What follows belongs to an exercise in optimizing a design on an open flow for small area; a production flow would make more cautious choices. RTL that was checked went through simulation tests only; none was proved equivalent to the original. Power figures rest on the tool's default switching activity, not on a simulated workload.

// top_level
module top_level (
    clk, rst, seed,
    action, state, next_state, step_o, phase, episode_o, q_cur, q_next
);
    input clk, rst;
    input [11:0] seed;
    output [1:0] action;
    output [3:0] state;
    output [3:0] next_state;
    output [3:0] step_o;
    output [3:0] phase;
    output [11:0] episode_o;
    output [63:0] q_cur;
    output [63:0] q_next;
    integer r, p, i;
    function [15:0] w2init;           
        input integer row, col;
        begin
            case (row)
            0: case (col)
                0: w2init = 16'b0000000110101011;
                1: w2init = 16'b0000001000100111;
                2: w2init = 16'b0000000010001111;
                3: w2init = 16'b0000000000101000;
                default: w2init = 16'b0000001010111111;
               endcase
            1: w2init = 16'b0000000101001101;
            2: w2init = 16'b0000000100101010;
            3: w2init = 16'b0000000110001001;
            4: w2init = 16'b0000000100000110;
            5: w2init = 16'b0000000100100100;
            6: w2init = 16'b0000000110000011;
            7: w2init = 16'b0000000110101000;
            default: w2init = 16'b0000000100010010;
            endcase
        end
    endfunction
    function [15:0] w3init;           
        input integer out, col;
        begin
            case (out*5+col)
            0:  w3init = 16'b0000000111001010;
            1:  w3init = 16'b0000001110100010;
            2:  w3init = 16'b0000000100101100;
            3:  w3init = 16'b0000000100100110;
            4:  w3init = 16'b0000000010000101;
            5:  w3init = 16'b0000000000010100;
            6:  w3init = 16'b0000001010110111;
            7:  w3init = 16'b0000000011011101;
            8:  w3init = 16'b0000000100100110;
            9:  w3init = 16'b0000000010110101;
  ...
For scale: about 7700 cells after synthesis, roughly 170 I/O pins.
export LEC_CHECK = 0
export CAP_MARGIN = 20
export CORE_MARGIN = 2
export CORE_UTILIZATION = 70
export CTS_BUF_LIST = sky130_fd_sc_hd__clkbuf_8
export CTS_CLUSTER_DIAMETER = 80
export CTS_CLUSTER_SIZE = 15
export PLACE_DENSITY = 0.8
export SLEW_MARGIN = 20
export SYNTH_HIERARCHICAL = 1
export SYNTH_MINIMUM_KEEP_SIZE = 0
create_clock -name core_clock -period 20.0 [get_ports {clk}]
standard.sh (not shown) runs the stock make flow with config.mk's settings and CLKGATE_MAP_FILE= SYNTH_SCRIPT=/design/flow/synth_recipe.tcl, a recipe that flattens the netlist after the stock synthesis.
==> flow/flow/run.sh <==
#!/bin/bash
set -euo pipefail
export BUFFER_PORTS_ARGS="-buffer_cell sky130_fd_sc_hd__buf_1"
export CTS_ARGS="-sink_clustering_enable -repair_clock_nets -dont_use_dummy_load -buf_list sky130_fd_sc_hd__clkbuf_8 -sink_clustering_size 15 -sink_clustering_max_diameter 80"
bash standard.sh > standard.log 2>&1
Rerun with:
--- a/flow/design.v
+++ b/flow/design.v
@@ -3708,15 +3708,15 @@
         apr <= apd;
         acr <= acd;
     end
     wire qsel = (ctrl == 4'd5);
     wire [15:0] zA = qsel ? acc2[25:10] : acc0[25:10];
     wire [15:0] zB = qsel ? acc3[25:10] : acc1[25:10];
     assign aA = actf(s2 ? z2 : zA);
-    assign aB = actf(zB);
+    actf_ripple u_actB (.z(zB), .a(aB));    
     wire b3upd = (ctrl == 4'd6);
     wire q0 = (step == 4'd0);
     always @(posedge clk) begin
         if (rst) begin
             b3h0 <= 11'h7FF; b3h1 <= 11'h7FF; b3h2 <= 11'h7FF; b3h3 <= 11'h7FF;
             qn0 <= 12'd0; qn1 <= 12'd0; qn2 <= 12'd0; qn3 <= 12'd0;
             qc0 <= 12'd0; qc1 <= 12'd0; qc2 <= 12'd0; qc3 <= 12'd0;
@@ -3754,7 +3754,30 @@
     genvar i;
     generate for (i = 1; i < 12; i = i + 1) begin : g_bw
         maj_cell u (.a(an[i]), .b(b[i]), .c(bw[i]), .y(bw[i+1]));
     end endgenerate
     assign bw[0] = 1'b0;
     assign lt = bw[12];
 endmodule
+module actf_ripple (input [15:0] z, output [11:0] a);
+    wire neg = z[15];
+    wire satp = ~neg & (z > 16'd5120);
+    wire satn = neg & (z < 16'hEC00);
+    wire segc = neg ? ((z > 16'hEC00) & (z < 16'hF680)) : ((z > 16'd2432) & (z < 16'd5120));
+    wire segb = neg ? ((z > 16'hF680) & (z < 16'hFC00)) : ((z > 16'd1024) & (z < 16'd2432));
+    wire [11:0] sh = segc ? {{4{z[15]}}, z[12:5]} : (segb ? {{2{z[15]}}, z[12:3]} : z[13:2]);
+    wire [11:0] k = segc ? (neg ? 12'd160 : 12'd864) : (segb ? (neg ? 12'd384 : 12'd640) : 12'd512);
+    wire lz = segc ? (z[4:0] == 5'd0) : (segb ? (z[2:0] == 3'd0) : (z[1:0] == 2'd0));
+    wire cin = neg & ~lz;
+    wire [12:0] c;
+    wire [11:0] s;
+    assign c[0] = cin;
+    genvar i;
+    generate for (i = 0; i < 12; i = i + 1) begin : g
+        if (i < 5) begin : h
+            ha_cell u (.a(sh[i]), .b(c[i]), .s(s[i]), .co(c[i+1]));
+        end else begin : f
+            fa_cell u (.a(sh[i]), .b(k[i]), .c(c[i]), .s(s[i]), .co(c[i+1]));
+        end
+    end endgenerate
+    assign a = satp ? 12'd1024 : (satn ? 12'd0 : s);
+endmodule
Hold slack got worse by 12 ps; synthesized cell count is about the same; design area is about the same; setup slack got worse by 1100 ps; global-route usage is higher by 0.24 points; final cell count is about the same; routed wire length is about the same; via count is lower by 0.55%.

---

top_level, a different RTL version from the one above (not shown whole).
Size in the first run: about 7800 cells after synthesis, about 1200 flip-flops.
Settings: LEC_CHECK=0, CAP_MARGIN=20, CORE_MARGIN=2, CORE_UTILIZATION=70, CTS_BUF_LIST=sky130_fd_sc_hd__clkbuf_8, CTS_CLUSTER_DIAMETER=80, CTS_CLUSTER_SIZE=15, PLACE_DENSITY=0.8, SLEW_MARGIN=20, SYNTH_HIERARCHICAL=1, SYNTH_MINIMUM_KEEP_SIZE=0; clock period 20.0 ns.
Scripts as last shown in full above: flow/flow/run.sh
Next try:
--- a/flow/design.v
+++ b/flow/design.v
@@ -3399,28 +3399,32 @@
     always @(posedge clk) begin
         if (rst) begin
             gi <= 2'd1;
             gj <= 2'd1;
         end else if (ctrl == 4'd1) begin
             gi <= ijn[3:2];
             gj <= ijn[1:0];
         end
     end
     wire [11:0] pq0, pq1;
     wire [11:0] aA, aB;
     wire signed [11:0] sn0 = pq0, sn1 = pq1, sn2 = aA, sn3 = aB;
-    wire nge01 = (sn0 >= sn1), nge23 = (sn2 >= sn3);
+    wire nlt01, nlt23, nltw;
+    lt12 u_lt01 (.an({sn0[11], ~sn0[10:0]}), .b({~sn1[11], sn1[10:0]}), .lt(nlt01));
+    lt12 u_lt23 (.an({sn2[11], ~sn2[10:0]}), .b({~sn3[11], sn3[10:0]}), .lt(nlt23));
+    wire nge01 = ~nlt01, nge23 = ~nlt23;
     wire signed [11:0] nm1 = nge01 ? sn0 : sn1;
     wire signed [11:0] nm2 = nge23 ? sn2 : sn3;
-    wire ngew = (nm1 >= nm2);
+    lt12 u_ltw (.an({nm1[11], ~nm1[10:0]}), .b({~nm2[11], nm2[10:0]}), .lt(nltw));
+    wire ngew = ~nltw;
     wire signed [11:0] qmx = ngew ? nm1 : nm2;
     wire [1:0] qmi = ngew ? {1'b0, ~nge01} : {1'b1, ~nge23};
     reg signed [4:0] dl0, dl1, dl2, dl3;
     wire [11:0] lf7 = lfsr_sh(lfsr_sh(lf));
     wire c_act7;
     lt12 u_lt_act7 (.an(epn), .b(lf7), .lt(c_act7));
     wire [1:0] act7 = c_act7 ? qact : lf7[1:0];
     wire [3:0] st1_7 = ij2st(gmove(gi, gj, act7, step));
     wire rneg = (st1_7 == 4'd5) || (st1_7 == 4'd7) || (st1_7 == 4'd8);
     wire rpos = (st1_7 == 4'd9);
     wire pen = (st1_7 == st) || (step == 4'd15);
     wire signed [4:0] r5 = rpos ? (pen ? 5'sd5 : 5'sd10) : ((rneg ^ pen) ? -5'sd5 : ((rneg & pen) ? -5'sd10 : 5'sd0));
Effect:
- design area climbs by about 0.9%
- synthesized area hardly moves
- die area is about the same
- critical path depth drops by 4
- total power climbs by about 23%
- maximum frequency drops by 1.9%
No functional check of the RTL was part of the second run of this note.

---

run B:
top_level, a different RTL version from the one above (not shown whole).
Size in the first run: roughly 1200 flip-flops, roughly 170 I/O pins.
// top_level
module top_level (
    clk, rst, seed,
    action, state, next_state, step_o, phase, episode_o, q_cur, q_next
);
    input clk, rst;
    input [11:0] seed;
    output [1:0] action;
    output [3:0] state;
    output [3:0] next_state;
    output [3:0] step_o;
    output [3:0] phase;
    output [11:0] episode_o;
    output [63:0] q_cur;
    output [63:0] q_next;
    integer r, p, i;
    function [15:0] w2init;           
        input integer row, col;
        begin
            case (row)
            0: case (col)
                0: w2init = 16'b0000000110101011;
                1: w2init = 16'b0000001000100111;
                2: w2init = 16'b0000000010001111;
                3: w2init = 16'b0000000000101000;
                default: w2init = 16'b0000001010111111;
               endcase
            1: w2init = 16'b0000000101001101;
            2: w2init = 16'b0000000100101010;
            3: w2init = 16'b0000000110001001;
            4: w2init = 16'b0000000100000110;
            5: w2init = 16'b0000000100100100;
            6: w2init = 16'b0000000110000011;
            7: w2init = 16'b0000000110101000;
            default: w2init = 16'b0000000100010010;
            endcase
        end
    endfunction
    function [15:0] w3init;           
        input integer out, col;
        begin
            case (out*5+col)
            0:  w3init = 16'b0000000111001010;
            1:  w3init = 16'b0000001110100010;
            2:  w3init = 16'b0000000100101100;
            3:  w3init = 16'b0000000100100110;
  ...
==> flow/config.mk <==
export PLATFORM = sky130hd
export DESIGN_NAME = top_level
export DESIGN_NICKNAME = top_level
export VERILOG_FILES = /design/flow/design.v
export SDC_FILE = /design/flow/constraint.sdc
export NUM_CORES = 8
export LEC_CHECK = 0
export CAP_MARGIN = 20
export CORE_MARGIN = 2
export CORE_UTILIZATION = 70
export CTS_BUF_LIST = sky130_fd_sc_hd__clkbuf_8
export CTS_CLUSTER_DIAMETER = 80
export CTS_CLUSTER_SIZE = 15
export PLACE_DENSITY = 0.8
export SLEW_MARGIN = 20
export SYNTH_HIERARCHICAL = 1
export SYNTH_MINIMUM_KEEP_SIZE = 0
==> flow/constraint.sdc <==
create_clock -name core_clock -period 20.0 [get_ports {clk}]
set_input_delay 4.0000 -clock core_clock [delete_from_list [all_inputs] [get_ports {clk}]]
set_output_delay 4.0000 -clock core_clock [all_outputs]
set_load 0.01 [all_outputs]
Scripts as last shown in full above: flow/flow/run.sh
Run B finished end to end and its layout was clean on timing, DRC and antenna.
> inputs changed (run B -> run P)
diff --git a/flow/design.v b/flow/design.v
--- a/flow/design.v
+++ b/flow/design.v
@@ -3422,20 +3422,15 @@
     always @(posedge clk) begin
         if (ctrl == 4'd6) begin
             st_old <= st;
             st_new <= stnew;
         end
     end
-    reg run;
-    always @(posedge clk) begin
-        if (rst) run <= 1'b0;
-        else if (ctrl == 4'd6) run <= 1'b1;
-    end
     wire s1 = (ctrl == 4'd6) || (ctrl == 4'd7) || (ctrl == 4'd8) || (ctrl == 4'd9) || (ctrl == 4'd1);
-    wire s2 = run && ((ctrl == 4'd7) || (ctrl == 4'd8) || (ctrl == 4'd9) || (ctrl == 4'd1) || (ctrl == 4'd2));
-    wire s3 = run && ((ctrl == 4'd8) || (ctrl == 4'd9) || (ctrl == 4'd1) || (ctrl == 4'd2) || (ctrl == 4'd3));
+    wire s2 = (ctrl == 4'd7) || (ctrl == 4'd8) || (ctrl == 4'd9) || (ctrl == 4'd1) || (ctrl == 4'd2);
+    wire s3 = (ctrl == 4'd8) || (ctrl == 4'd9) || (ctrl == 4'd1) || (ctrl == 4'd2) || (ctrl == 4'd3);
     reg [2:0] ph;
     always @(posedge clk) begin
         if (rst) ph <= 3'd0;
         else ph <= (ph == 3'd4) ? 3'd0 : ph + 3'd1;
     end
     function [2:0] colat;
@@ -3572,35 +3567,35 @@
         b2r <= b2d;
         w3r <= w3d;
         apr <= apd;
         acr <= acd;
     end
     wire qsel = (ctrl == 4'd5);
-    wire [15:0] zA = qsel ? acc2[25:10] : acc0[25:10];
-    wire [15:0] zB = qsel ? acc3[25:10] : acc1[25:10];
+    wire q0 = (step == 4'd0);
+    wire [15:0] zA = {16{~q0}} & (qsel ? acc2[25:10] : acc0[25:10]);
+    wire [15:0] zB = {16{~q0}} & (qsel ? acc3[25:10] : acc1[25:10]);
     assign aA = actf(s2 ? z2 : zA);
     assign aB = actf(zB);
     wire b3upd = (ctrl == 4'd6);
-    wire q0 = (step == 4'd0);
     always @(posedge clk) begin
         if (rst) begin
             b3h0 <= 11'h7FF; b3h1 <= 11'h7FF; b3h2 <= 11'h7FF; b3h3 <= 11'h7FF;
             qn0 <= 12'd0; qn1 <= 12'd0; qn2 <= 12'd0; qn3 <= 12'd0;
             qc0 <= 12'd0; qc1 <= 12'd0; qc2 <= 12'd0; qc3 <= 12'd0;
             qact <= 2'd0;
         end else begin
             b3h0 <= b3h0 - {10'd0, dl0[4] & b3upd};
             b3h1 <= b3h1 - {10'd0, dl1[4] & b3upd};
             b3h2 <= b3h2 - {10'd0, dl2[4] & b3upd};
             b3h3 <= b3h3 - {10'd0, dl3[4] & b3upd};
-            if (ctrl == 4'd5) begin    
-                qn0 <= q0 ? 12'd512 : pq0;
-                qn1 <= q0 ? 12'd512 : pq1;
-                qn2 <= q0 ? 12'd512 : aA;
-                qn3 <= q0 ? 12'd512 : aB;
-                ixr <= q0 ? 2'd0 : qmi;
+            if (ctrl == 4'd5) begin
+                qn0 <= pq0;
+                qn1 <= pq1;
+                qn2 <= aA;
+                qn3 <= aB;
+                ixr <= qmi;
             end
             if ((ctrl == 4'd1) && (step != 4'd0)) begin
                 qc0 <= qn0; qc1 <= qn1; qc2 <= qn2; qc3 <= qn3;
                 qact <= ixr;
             end
         end
### Flow results
Run comparison: run B slowest cell on the critical path sky130_fd_sc_hd__a2111oi_1; run P slowest cell on the critical path sky130_fd_sc_hd__a311oi_1
Power, run P vs run B: down by more than 10%
Worst setup slack in run P is 1.01 ns higher than in run B
Going from run B to run P, the final critical-path required period was found to have gone down by 1.01 ns.
Worst max-slew margin expressed relative to the limit on run P is up relative to run B.
Final cell count: run P vs run B up 0.55%
No functional check of the RTL was part of run P.

## separate check: timing with driven ports
No port has a modelled driver above. Below, the same layouts with a new extraction and two added sets of constraints. Step 1 (the two cells are an assumption about what drives the block):
set clk [get_ports {clk}]
set_driving_cell -lib_cell sky130_fd_sc_hd__clkbuf_16 $clk
set_driving_cell -lib_cell sky130_fd_sc_hd__buf_2 [delete_from_list [all_inputs] $clk]
Step 2 adds t to the input delays and takes it off the output delays; t is the mean of the earliest and latest rising clock arrival at the registers after step 1. Input paths then give back, and output paths get back, about the clock's delay inside the block. a / b / c = ideal / step 1 / step 2; a / b = the first two.
| run | t (ns) | slack for setup (ns) | pins driven straight from the clock port |
|---|---|---|---|
| the first run of note 1 | 0.826 | 2.726 / 2.726 / 2.726 | 1 |
| the second run of note 1 | 0.843 | 1.652 / 1.652 / 1.652 | 1 |
| the first run of note 2 | 0.805 | 1.146 / 1.146 / 1.146 | 1 |
| the second run of note 2 | 0.850 | 0.786 / 0.786 / 0.786 | 1 |
| run B | 0.873 | 1.374 / 1.374 / 1.374 | 1 |
| run P | 0.844 | 2.383 / 2.383 / 2.383 | 1 |
After both steps setup and hold are still met in every run listed.
